Background: an optimization exercise with open tools, aiming at small area, a short achievable clock period and few clock cycles per item. Do not read the settings as production practice. At most, simulation tests tie the RTL to the original design; equivalence was not proved.

// numberAnalyzer
module numberAnalyzer(isEven, isFibonacci, isPalindrome, stuckStateEven, stuckStateFibonacci, stuckStatePalindrome, inp, reset, go_i, clk);
	output isEven;
	output isFibonacci;
	output isPalindrome;
	output[1:0] stuckStateEven;
	output[3:0] stuckStateFibonacci;
	output[3:0] stuckStatePalindrome;
	input[31:0] inp;
	input reset;
	input go_i;
	input clk;
	wire fib_w;
	wire [36:0] pal_w;
	isFibonacci ifn(fib_w, inp);
	palFront pf(pal_w, inp);
	reg done;
	reg fib_r;
	reg [36:0] pal_s;
	always @(posedge clk) begin
		done <= ~reset & ~done & go_i;
		fib_r <= fib_w;
		pal_s <= pal_w;
	end
	wire even_r, pal_r;
	isEvenNumber ien(even_r, pal_s[0]);
	palBack pb(pal_r, pal_s);
	assign isEven = done & even_r;
	assign isFibonacci = done & fib_r;
	assign isPalindrome = done & pal_r;
	assign stuckStateEven = {done, done & ~even_r};
	assign stuckStateFibonacci = {done & ~fib_r, {3{done & fib_r}}};
	assign stuckStatePalindrome = {done & pal_r, {2{done & ~pal_r}}, done & pal_r};
endmodule
Size: roughly 2000 cells after synthesis.
==> flow/config.mk <==
export PLATFORM = sky130hd
export DESIGN_NAME = numberAnalyzer
export DESIGN_NICKNAME = numberAnalyzer
export VERILOG_FILES = /design/flow/design.v
export SDC_FILE = /design/flow/constraint.sdc
export NUM_CORES = 4
export LEC_CHECK = 0
export CAP_MARGIN = 20
export CORE_MARGIN = 2
export CORE_UTILIZATION = 40
export PLACE_DENSITY = 0.6
export SLEW_MARGIN = 20
==> flow/constraint.sdc <==
create_clock -name core_clock -period 130.0 [get_ports {clk}]
set_input_delay 26.0000 -clock core_clock [delete_from_list [all_inputs] [get_ports {clk}]]
set_output_delay 26.0000 -clock core_clock [all_outputs]
set_load 0.01 [all_outputs]
standard.sh (not shown) runs the stock make flow with config.mk's settings and CLKGATE_MAP_FILE= SYNTH_SCRIPT=/design/flow/synth_recipe.tcl, a recipe that flattens the netlist after the stock synthesis.
==> flow/flow/run.sh <==
#!/bin/bash
# Own layout flow: the standard synthesis, then the combinational logic is
# mapped again with an area-oriented ABC script (flip-flops are kept as the
# standard synthesis made them: same instances, names and cells), then the standard flow's
# standard layout from that netlist.  Each tool's output goes to a log here.
set -euo pipefail
W=$PWD
F=$W/flow
P=${FLOW_PLATFORM:-sky130hd}
R=$W/orfs/results/$P/numberAnalyzer/base
LOGS=$W/orfs/logs/$P/numberAnalyzer/base
YOSYS=${YOSYS_EXE:-$FLOW_HOME/../tools/install/yosys/bin/yosys}
[[ -x $YOSYS ]] || YOSYS=yosys

# 1. standard synthesis
bash standard.sh synth > $W/flow_synth.log 2>&1

# 2. re-map the combinational logic
cp $R/1_2_yosys.v $W/standard_1_2_yosys.v
printf 'set_driving_cell sky130_fd_sc_hd__buf_1\nset_load 5\n' > $W/remap.constr
export REMAP_IN=$W/standard_1_2_yosys.v
export REMAP_OUT=$W/remap_1_2_yosys.v
export REMAP_LIB=$FLOW_HOME/platforms/$P/lib/sky130_fd_sc_hd__tt_025C_1v80.lib
export REMAP_ABC=$F/area.abc
export REMAP_CONSTR=$W/remap.constr
export REMAP_TOP=$FLOW_TOP
export REMAP_DONTUSE="$(grep -o -- '-dont_use [^ ]*' $LOGS/1_2_yosys.log | sed 's/-dont_use //' | sort -u | tr '\n' ' ')"
$YOSYS -c $F/remap.tcl > $W/flow_remap.log 2>&1
cp $REMAP_OUT $R/1_2_yosys.v
rm -f $R/1_synth.odb $R/1_synth.sdc

# 3. standard layout from the re-mapped netlist
bash standard.sh > $W/flow_layout.log 2>&1
==> flow/flow/area.abc <==
strash
dch -f
map -a
mfs -a
strash
dch -f
map -a
topo
stime -c
Other scripts of this flow, unchanged in this note and not shown: flow/flow/remap.tcl
Testbench counts at the start, summed over its fixed seeds: cycles 4,800, items 2,400.
Rerun with:
--- a/flow/flow/run.sh
+++ b/flow/flow/run.sh
@@ -33 +33 @@
-bash standard.sh > $W/flow_layout.log 2>&1
+bash standard.sh BUFFER_PORTS_ARGS="-buffer_cell sky130_fd_sc_hd__buf_1" > $W/flow_layout.log 2>&1
==> flow/flow/area.abc (replaced) <==
strash
dc2
dch -f
amap -m
topo
stime -c
Settings changed: CORE_UTILIZATION 40 to 60, PLACE_DENSITY 0.6 to 0.75.
After rerunning:
- The new run finished with timing, DRC and antenna clean
- flip-flop and latch count does not change
- routed wire length drops by a few percent
- critical path depth decreases by 7
- non-clock buffer count went up by 2
- sequential share of layout area climbs by 1.1 points
- clock-buffer cell count is unchanged
- register-to-register slack loses 0.26 ns
- global-route usage is higher by 12 points
- setup slack is worse by 3.1 ns

========
Setup of alpha:
numberAnalyzer, a different RTL version from the one above (not shown whole).
For scale: about 2000 cells after synthesis, about 48 I/O pins, about 0.010 mm² of cells after synthesis.
clock: 130.0 ns
lec_check: 0
cap_margin: 20
core_margin: 2
core_utilization: 60
place_density: 0.75
slew_margin: 20
==> flow/flow/run.sh <==
#!/bin/bash
# Own layout flow: the standard synthesis with an area-oriented ABC script
# (a copy of ORFS's scripts whose ABC script is flow/area.abc; every other
# synthesis step, and so every register and its name, is as standard), then the
# combinational logic is mapped once more with the same script (flip-flops kept
# as they are: same instances, names and cells), then the standard layout
# from that netlist with 1x port buffers and a setup repair margin.  Each tool's
# output goes to a log of its own here.
set -euo pipefail
W=$PWD
F=$W/flow
P=${FLOW_PLATFORM:-sky130hd}
R=$W/orfs/results/$P/numberAnalyzer/base
LOGS=$W/orfs/logs/$P/numberAnalyzer/base
YOSYS=${YOSYS_EXE:-$FLOW_HOME/../tools/install/yosys/bin/yosys}
[[ -x $YOSYS ]] || YOSYS=yosys

# 1. standard synthesis, ABC script replaced
rm -rf $W/scripts_area
cp -r $FLOW_HOME/scripts $W/scripts_area
cp $F/area.abc $W/scripts_area/abc_speed.script
cp $F/area.abc $W/scripts_area/abc_area.script
bash standard.sh SCRIPTS_DIR=$W/scripts_area synth > $W/flow_synth.log 2>&1

# 2. re-map the combinational logic
cp $R/1_2_yosys.v $W/synth_1_2_yosys.v
printf 'set_driving_cell sky130_fd_sc_hd__buf_1\nset_load 5\n' > $W/remap.constr
export REMAP_IN=$W/synth_1_2_yosys.v
export REMAP_OUT=$W/remap_1_2_yosys.v
export REMAP_LIB=$FLOW_HOME/platforms/$P/lib/sky130_fd_sc_hd__tt_025C_1v80.lib
export REMAP_ABC=$F/area.abc
export REMAP_CONSTR=$W/remap.constr
export REMAP_TOP=$FLOW_TOP
export REMAP_DONTUSE="$(grep -o -- '-dont_use [^ ]*' $LOGS/1_2_yosys.log | sed 's/-dont_use //' | sort -u | tr '\n' ' ')"
$YOSYS -c $F/remap.tcl > $W/flow_remap.log 2>&1
cp $REMAP_OUT $R/1_2_yosys.v
rm -f $R/1_synth.odb $R/1_synth.sdc

# 3. standard layout from the re-mapped netlist
bash standard.sh BUFFER_PORTS_ARGS="-buffer_cell sky130_fd_sc_hd__buf_1" SETUP_SLACK_MARGIN=90 > $W/flow_layout.log 2>&1
==> flow/flow/remap.tcl <==
# Re-map the combinational logic of a synthesized netlist with an area-oriented ABC script.
# Flip-flop instances are kept as they are (same names and cell types).
# env: REMAP_IN, REMAP_OUT, REMAP_LIB, REMAP_ABC (script), REMAP_DONTUSE (list), REMAP_TOP
yosys -import
set lib $::env(REMAP_LIB)
read_liberty -ignore_miss_func $lib
# sequential cells stay as instances
read_verilog -defer $::env(REMAP_IN)
hierarchy -top $::env(REMAP_TOP)
setattr -mod -set keep_hierarchy 1 {=t:$_*FF*} %m
flatten
opt_clean -purge
set du {}
foreach c $::env(REMAP_DONTUSE) { lappend du -dont_use $c }
abc -script $::env(REMAP_ABC) -liberty $lib {*}$du -constr $::env(REMAP_CONSTR)
opt_clean -purge
setundef -zero
splitnets
opt_clean -purge
# nets named after the flattened cells' pins
yosys rename -hide w:*.*
hilomap -singleton -hicell sky130_fd_sc_hd__conb_1 HI -locell sky130_fd_sc_hd__conb_1 LO
insbuf -buf sky130_fd_sc_hd__buf_4 A X
opt_clean -purge
select -module $::env(REMAP_TOP)
tee -o $::env(REMAP_OUT).stat stat -liberty $lib
write_verilog -noattr -nohex -nodec -selected $::env(REMAP_OUT)
Other scripts of this flow, unchanged in this note and not shown: flow/flow/area.abc
alpha finished every stage and its layout cleared the timing, DRC and antenna checks.
diff inputs: alpha => beta
==> flow/flow/run.sh <==
#!/bin/bash
# Own layout flow: the standard synthesis, then the combinational logic is
# mapped again with an area-oriented ABC script (flip-flops are kept as the
# standard synthesis made them: same instances, names and cells), then the standard flow's
# standard layout from that netlist.  Each tool's output goes to a log here.
set -euo pipefail
W=$PWD
F=$W/flow
P=${FLOW_PLATFORM:-sky130hd}
R=$W/orfs/results/$P/numberAnalyzer/base
LOGS=$W/orfs/logs/$P/numberAnalyzer/base
YOSYS=${YOSYS_EXE:-$FLOW_HOME/../tools/install/yosys/bin/yosys}
[[ -x $YOSYS ]] || YOSYS=yosys

# 1. standard synthesis
bash standard.sh synth > $W/flow_synth.log 2>&1

# 2. re-map the combinational logic
cp $R/1_2_yosys.v $W/standard_1_2_yosys.v
printf 'set_driving_cell sky130_fd_sc_hd__buf_1\nset_load 5\n' > $W/remap.constr
export REMAP_IN=$W/standard_1_2_yosys.v
export REMAP_OUT=$W/remap_1_2_yosys.v
export REMAP_LIB=$FLOW_HOME/platforms/$P/lib/sky130_fd_sc_hd__tt_025C_1v80.lib
export REMAP_ABC=$F/area.abc
export REMAP_CONSTR=$W/remap.constr
export REMAP_TOP=$FLOW_TOP
export REMAP_DONTUSE="$(grep -o -- '-dont_use [^ ]*' $LOGS/1_2_yosys.log | sed 's/-dont_use //' | sort -u | tr '\n' ' ')"
$YOSYS -c $F/remap.tcl > $W/flow_remap.log 2>&1
cp $REMAP_OUT $R/1_2_yosys.v
rm -f $R/1_synth.odb $R/1_synth.sdc

# 3. standard layout from the re-mapped netlist
bash standard.sh BUFFER_PORTS_ARGS="-buffer_cell sky130_fd_sc_hd__buf_1" SETUP_SLACK_MARGIN=90 > $W/flow_layout.log 2>&1
### Flow results
Changes observed in beta relative to alpha: largest stage delay on the critical path climbed 0.23 ns. Compare beta and alpha | global-route wire length before repair higher: beta. Post-synthesis to final-layout area growth: beta and alpha compared, higher one is beta. beta vs alpha — design area rose 0.0027 mm². Going from alpha to beta, count of non-CTS buffers in the layout went up, HPWL after detailed placement went up.
No functional check of the RTL was part of any run of this note.

========
numberAnalyzer, a different RTL version from the one above (not shown whole).
Size: ~1,600 cells after synthesis, about 48 I/O pins, roughly 8900 sq um of cells after synthesis.
export LEC_CHECK = 0
export CAP_MARGIN = 20
export CORE_MARGIN = 2
export CORE_UTILIZATION = 60
export PLACE_DENSITY = 0.75
export SLEW_MARGIN = 20
create_clock -name core_clock -period 130.0 [get_ports {clk}]
==> flow/flow/run.sh <==
#!/bin/bash
# Own layout flow: the standard synthesis, then the combinational logic is
# mapped again with an area-oriented ABC script (flip-flops are kept as the
# standard synthesis made them: same instances, names and cells), then the standard flow's
# standard layout from that netlist.  Each tool's output goes to a log here.
set -euo pipefail
W=$PWD
F=$W/flow
P=${FLOW_PLATFORM:-sky130hd}
R=$W/orfs/results/$P/numberAnalyzer/base
LOGS=$W/orfs/logs/$P/numberAnalyzer/base
YOSYS=${YOSYS_EXE:-$FLOW_HOME/../tools/install/yosys/bin/yosys}
[[ -x $YOSYS ]] || YOSYS=yosys

# 1. standard synthesis
bash standard.sh synth > $W/flow_synth.log 2>&1

# 2. re-map the combinational logic
cp $R/1_2_yosys.v $W/standard_1_2_yosys.v
printf 'set_driving_cell sky130_fd_sc_hd__buf_1\nset_load 5\n' > $W/remap.constr
export REMAP_IN=$W/standard_1_2_yosys.v
export REMAP_OUT=$W/remap_1_2_yosys.v
export REMAP_LIB=$FLOW_HOME/platforms/$P/lib/sky130_fd_sc_hd__tt_025C_1v80.lib
export REMAP_ABC=$F/area.abc
export REMAP_CONSTR=$W/remap.constr
export REMAP_TOP=$FLOW_TOP
export REMAP_DONTUSE="$(grep -o -- '-dont_use [^ ]*' $LOGS/1_2_yosys.log | sed 's/-dont_use //' | sort -u | tr '\n' ' ')"
$YOSYS -c $F/remap.tcl > $W/flow_remap.log 2>&1
cp $REMAP_OUT $R/1_2_yosys.v
rm -f $R/1_synth.odb $R/1_synth.sdc

# 3. standard layout from the re-mapped netlist
bash standard.sh BUFFER_PORTS_ARGS="-buffer_cell sky130_fd_sc_hd__buf_1" SETUP_SLACK_MARGIN=89 > $W/flow_layout.log 2>&1
==> flow/flow/area.abc <==
strash
&get -n
&deepsyn -J 10 -T 600
&put
dch -f
amap -m
topo
stime -c
Scripts as last shown in full above: flow/flow/remap.tcl
The first run completed without violations.
Testbench counts at the start, summed over its fixed seeds: cycles 4,800, items 2,400.
Then changed:
--- a/flow/flow/run.sh
+++ b/flow/flow/run.sh
@@ -31,3 +31,3 @@
 
 # 3. standard layout from the re-mapped netlist
-bash standard.sh BUFFER_PORTS_ARGS="-buffer_cell sky130_fd_sc_hd__buf_1" SETUP_SLACK_MARGIN=89 > $W/flow_layout.log 2>&1
+bash standard.sh BUFFER_PORTS_ARGS="-buffer_cell sky130_fd_sc_hd__buf_1" SETUP_SLACK_MARGIN=91.5 > $W/flow_layout.log 2>&1
==> flow/flow/area.abc (replaced) <==
strash
dc2
dch -f
amap -m
topo
stime -c
Settings changed: CORE_UTILIZATION 60 to 70, CTS_BUF_LIST set to sky130_fd_sc_hd__clkbuf_4, PLACE_DENSITY 0.75 to 0.8.
After rerunning: Now the flow aborted during global routing (5_1_grt) (GRT-0232); area after synthesis climbs by 3.4%; synthesized cell count increases by 7.3%.
Then changed:
--- a/flow/flow/run.sh
+++ b/flow/flow/run.sh
@@ -31,3 +31,3 @@
 
 # 3. standard layout from the re-mapped netlist
-bash standard.sh BUFFER_PORTS_ARGS="-buffer_cell sky130_fd_sc_hd__buf_1" SETUP_SLACK_MARGIN=91.5 > $W/flow_layout.log 2>&1
+bash standard.sh BUFFER_PORTS_ARGS="-buffer_cell sky130_fd_sc_hd__buf_1" SETUP_SLACK_MARGIN=90 > $W/flow_layout.log 2>&1
Settings changed: CORE_UTILIZATION 70 to 60, CTS_BUF_LIST sky130_fd_sc_hd__clkbuf_4 to not set, PLACE_DENSITY 0.8 to 0.75.
Now the flow finished clean; synthesized cell count is unchanged; area after synthesis is unchanged.

========
## run 1
Another version of the RTL of numberAnalyzer (not shown whole).
For scale: ~2000 cells after synthesis, ~11000 um^2 of cells after synthesis.
clock: 130.0 ns
lec_check: 0
cap_margin: 20
core_margin: 2
core_utilization: 60
place_density: 0.75
slew_margin: 20
==> flow/flow/run.sh <==
#!/bin/bash
# Own layout flow: the standard synthesis with an area-oriented ABC script
# (a copy of ORFS's scripts whose ABC script is flow/area.abc; every other
# synthesis step, and so every register and its name, is as standard), then the
# combinational logic is mapped once more with the same script (flip-flops kept
# as they are: same instances, names and cells), then the standard layout
# from that netlist with 1x port buffers and a setup repair margin.  Each tool's
# output goes to a log of its own here.
set -euo pipefail
W=$PWD
F=$W/flow
P=${FLOW_PLATFORM:-sky130hd}
R=$W/orfs/results/$P/numberAnalyzer/base
LOGS=$W/orfs/logs/$P/numberAnalyzer/base
YOSYS=${YOSYS_EXE:-$FLOW_HOME/../tools/install/yosys/bin/yosys}
[[ -x $YOSYS ]] || YOSYS=yosys

# 1. standard synthesis, ABC script replaced
rm -rf $W/scripts_area
cp -r $FLOW_HOME/scripts $W/scripts_area
cp $F/area.abc $W/scripts_area/abc_speed.script
cp $F/area.abc $W/scripts_area/abc_area.script
bash standard.sh SCRIPTS_DIR=$W/scripts_area synth > $W/flow_synth.log 2>&1

# 2. re-map the combinational logic
cp $R/1_2_yosys.v $W/synth_1_2_yosys.v
printf 'set_driving_cell sky130_fd_sc_hd__buf_1\nset_load 5\n' > $W/remap.constr
export REMAP_IN=$W/synth_1_2_yosys.v
export REMAP_OUT=$W/remap_1_2_yosys.v
export REMAP_LIB=$FLOW_HOME/platforms/$P/lib/sky130_fd_sc_hd__tt_025C_1v80.lib
export REMAP_ABC=$F/area.abc
export REMAP_CONSTR=$W/remap.constr
export REMAP_TOP=$FLOW_TOP
export REMAP_DONTUSE="$(grep -o -- '-dont_use [^ ]*' $LOGS/1_2_yosys.log | sed 's/-dont_use //' | sort -u | tr '\n' ' ')"
$YOSYS -c $F/remap.tcl > $W/flow_remap.log 2>&1
cp $REMAP_OUT $R/1_2_yosys.v
rm -f $R/1_synth.odb $R/1_synth.sdc

# 3. standard layout from the re-mapped netlist
bash standard.sh BUFFER_PORTS_ARGS="-buffer_cell sky130_fd_sc_hd__buf_1" SETUP_SLACK_MARGIN=90 > $W/flow_layout.log 2>&1
==> flow/flow/area.abc <==
strash
dc2
dch -f
amap -m
topo
stime -c
Scripts as last shown in full above: flow/flow/remap.tcl
Testbench counts of run 1, summed over its fixed seeds: cycles 4,800, items 2,400.
Inputs modified between run 1 and run 2:
diff --git a/flow/flow/run.sh b/flow/flow/run.sh
--- a/flow/flow/run.sh
+++ b/flow/flow/run.sh
@@ -3,5 +3,5 @@
 # (a copy of ORFS's scripts whose ABC script is flow/area.abc; every other
 # synthesis step, and so every register and its name, is as standard), then the
-# combinational logic is mapped once more with the same script (flip-flops kept
+# combinational logic is mapped once more with flow/remap.abc (flip-flops kept
 # as they are: same instances, names and cells), then the standard layout
 # from that netlist with 1x port buffers and a setup repair margin.  Each tool's
@@ -29,5 +29,5 @@
 export REMAP_OUT=$W/remap_1_2_yosys.v
 export REMAP_LIB=$FLOW_HOME/platforms/$P/lib/sky130_fd_sc_hd__tt_025C_1v80.lib
-export REMAP_ABC=$F/area.abc
+export REMAP_ABC=$F/remap.abc
 export REMAP_CONSTR=$W/remap.constr
 export REMAP_TOP=$FLOW_TOP
==> flow/flow/remap.abc (new file) <==
strash
&get -n
&dch -f
&if -K 4 -a
&mfs
&st
&put
dch -f
amap -m
topo
stime -c
diff --git a/flow/config.mk b/flow/config.mk
--- a/flow/config.mk
+++ b/flow/config.mk
@@ -9,4 +9,7 @@
 export CORE_MARGIN = 2
 export CORE_UTILIZATION = 60
+export CTS_BUF_LIST = sky130_fd_sc_hd__clkbuf_8
+export CTS_CLUSTER_DIAMETER = 200
+export CTS_CLUSTER_SIZE = 50
 export PLACE_DENSITY = 0.75
 export SLEW_MARGIN = 20
Findings:
Number of non-clock buffers in the layout was higher in the run labelled run 1.
[run 2 vs run 1] final non-filler cell total: lower in run 2
In run 2 the routability congestion estimate from global placement turned out about 9% lower than in run 1.
What run 2 reported for critical path depth has to be multiplied by 1.15 to get the figure for run 1.
Compared with run 1, in run 2 area of the die down 1100 um^2, detailed-route via count down about 7.5%, routed wire length down about 8%.
Modified inputs, run 3 compared to run 2
diff --git a/flow/flow/run.sh b/flow/flow/run.sh
--- a/flow/flow/run.sh
+++ b/flow/flow/run.sh
@@ -3,5 +3,5 @@
 # (a copy of ORFS's scripts whose ABC script is flow/area.abc; every other
 # synthesis step, and so every register and its name, is as standard), then the
-# combinational logic is mapped once more with flow/remap.abc (flip-flops kept
+# combinational logic is mapped once more with the same script (flip-flops kept
 # as they are: same instances, names and cells), then the standard layout
 # from that netlist with 1x port buffers and a setup repair margin.  Each tool's
@@ -29,5 +29,5 @@
 export REMAP_OUT=$W/remap_1_2_yosys.v
 export REMAP_LIB=$FLOW_HOME/platforms/$P/lib/sky130_fd_sc_hd__tt_025C_1v80.lib
-export REMAP_ABC=$F/remap.abc
+export REMAP_ABC=$F/area.abc
 export REMAP_CONSTR=$W/remap.constr
 export REMAP_TOP=$FLOW_TOP
@@ -38,3 +38,3 @@
 
 # 3. standard layout from the re-mapped netlist
-bash standard.sh BUFFER_PORTS_ARGS="-buffer_cell sky130_fd_sc_hd__buf_1" SETUP_SLACK_MARGIN=90 > $W/flow_layout.log 2>&1
+bash standard.sh BUFFER_PORTS_ARGS="-buffer_cell sky130_fd_sc_hd__buf_1" SETUP_SLACK_MARGIN=96 > $W/flow_layout.log 2>&1
diff --git a/flow/config.mk b/flow/config.mk
--- a/flow/config.mk
+++ b/flow/config.mk
@@ -9,7 +9,4 @@
 export CORE_MARGIN = 2
 export CORE_UTILIZATION = 60
-export CTS_BUF_LIST = sky130_fd_sc_hd__clkbuf_8
-export CTS_CLUSTER_DIAMETER = 200
-export CTS_CLUSTER_SIZE = 50
 export PLACE_DENSITY = 0.75
 export SLEW_MARGIN = 20
removed: flow/flow/remap.abc
Results
- Run 3 vs run 2: count of multi-input gates up by more than 10%
- Vias: run 3 more than run 2
- Between run 2 and run 3, synthesized cell count is higher for run 3, run 2 comes in under that.
- Worst setup timing slack at the placement stage: run 3 < run 2
- On number of logic stages on the critical path including buffering: between run 2 and run 3, it ends up higher for run 3.
diff inputs: run 3 => run 4
diff --git a/flow/flow/run.sh b/flow/flow/run.sh
--- a/flow/flow/run.sh
+++ b/flow/flow/run.sh
@@ -3,5 +3,5 @@
 # (a copy of ORFS's scripts whose ABC script is flow/area.abc; every other
 # synthesis step, and so every register and its name, is as standard), then the
-# combinational logic is mapped once more with the same script (flip-flops kept
+# combinational logic is mapped once more with flow/remap.abc (flip-flops kept
 # as they are: same instances, names and cells), then the standard layout
 # from that netlist with 1x port buffers and a setup repair margin.  Each tool's
@@ -29,5 +29,5 @@
 export REMAP_OUT=$W/remap_1_2_yosys.v
 export REMAP_LIB=$FLOW_HOME/platforms/$P/lib/sky130_fd_sc_hd__tt_025C_1v80.lib
-export REMAP_ABC=$F/area.abc
+export REMAP_ABC=$F/remap.abc
 export REMAP_CONSTR=$W/remap.constr
 export REMAP_TOP=$FLOW_TOP
@@ -38,3 +38,3 @@
 
 # 3. standard layout from the re-mapped netlist
-bash standard.sh BUFFER_PORTS_ARGS="-buffer_cell sky130_fd_sc_hd__buf_1" SETUP_SLACK_MARGIN=96 > $W/flow_layout.log 2>&1
+bash standard.sh BUFFER_PORTS_ARGS="-buffer_cell sky130_fd_sc_hd__buf_1" SETUP_SLACK_MARGIN=90 > $W/flow_layout.log 2>&1
==> flow/flow/remap.abc (new file) <==
strash
&get -n
&dch -f
&if -K 4 -a
&mfs
&st
&put
dch -f
amap -m
topo
stime -c
==> results.txt <==
Run 4 completed end to end with timing, DRC and antenna clean.
In run 4, first-pass GRT wire length is lower than in run 3.
Run 4 ends up with a share of the clock period used by the worst path that is 0.64 points higher than in run 3.
Against run 3 as the reference, run 4 delivers a lower least setup slack across all paths after layout.
Run 4 vs. run 3: largest stage delay on the critical path +0.17 ns; area of all placed cells without fillers -about 12%.
Worst slack on hold paths is higher on run 3
Run 4 vs run 3 — gate count after technology mapping dropped by more than 10%
The signed area change from the synthesized netlist to the final layout reported for run 4 is smaller than that of run 3 by 6.6 points.

-- afterwards: timing with drivers on the ports --
In the flow no input, the clock included, has a driving cell. The finished layouts below were timed again as built, in two steps.
Step 1 assumes that a clkbuf_16 drives the clock port and a buf_2 every other input.
Step 2 also shifts input and output timing later by t, the mid clock arrival at the registers, as if the neighbouring blocks saw the same clock.
Three values: ideal, step 1, step 2; two values: the first two.
run | shift t [ns] | slack for setup (ns) | worst setup path after step 2
the first run of note 1 | 0.322 | 90.974 / 90.932 / 90.736 | input to register
the second run of note 1 | 0.335 | 87.898 / 87.856 / 88.191 | register to output
alpha | 0.337 | 93.235 / 93.195 / 93.532 | register to output
beta | 0.337 | 91.610 / 91.564 / 91.901 | register to output
the first run of note 3 | 0.349 | 89.379 / 89.399 / 89.051 | input to register
the third run of note 3 | 0.332 | 91.364 / 91.324 / 91.314 | input to register
run 1 | 0.325 | 95.043 / 95.007 / 95.331 | register to output
run 2 | 0.357 | 95.567 / 95.528 / 95.763 | input to register
run 3 | 0.326 | 96.460 / 96.423 / 96.481 | input to register
run 4 | 0.342 | 95.627 / 95.583 / 95.705 | input to register
After both steps every run listed still meets setup and hold. For the first run of note 3, which loses most, drivers alone change the setup slack by +0.020 ns; drivers and shift together by -0.328 ns.
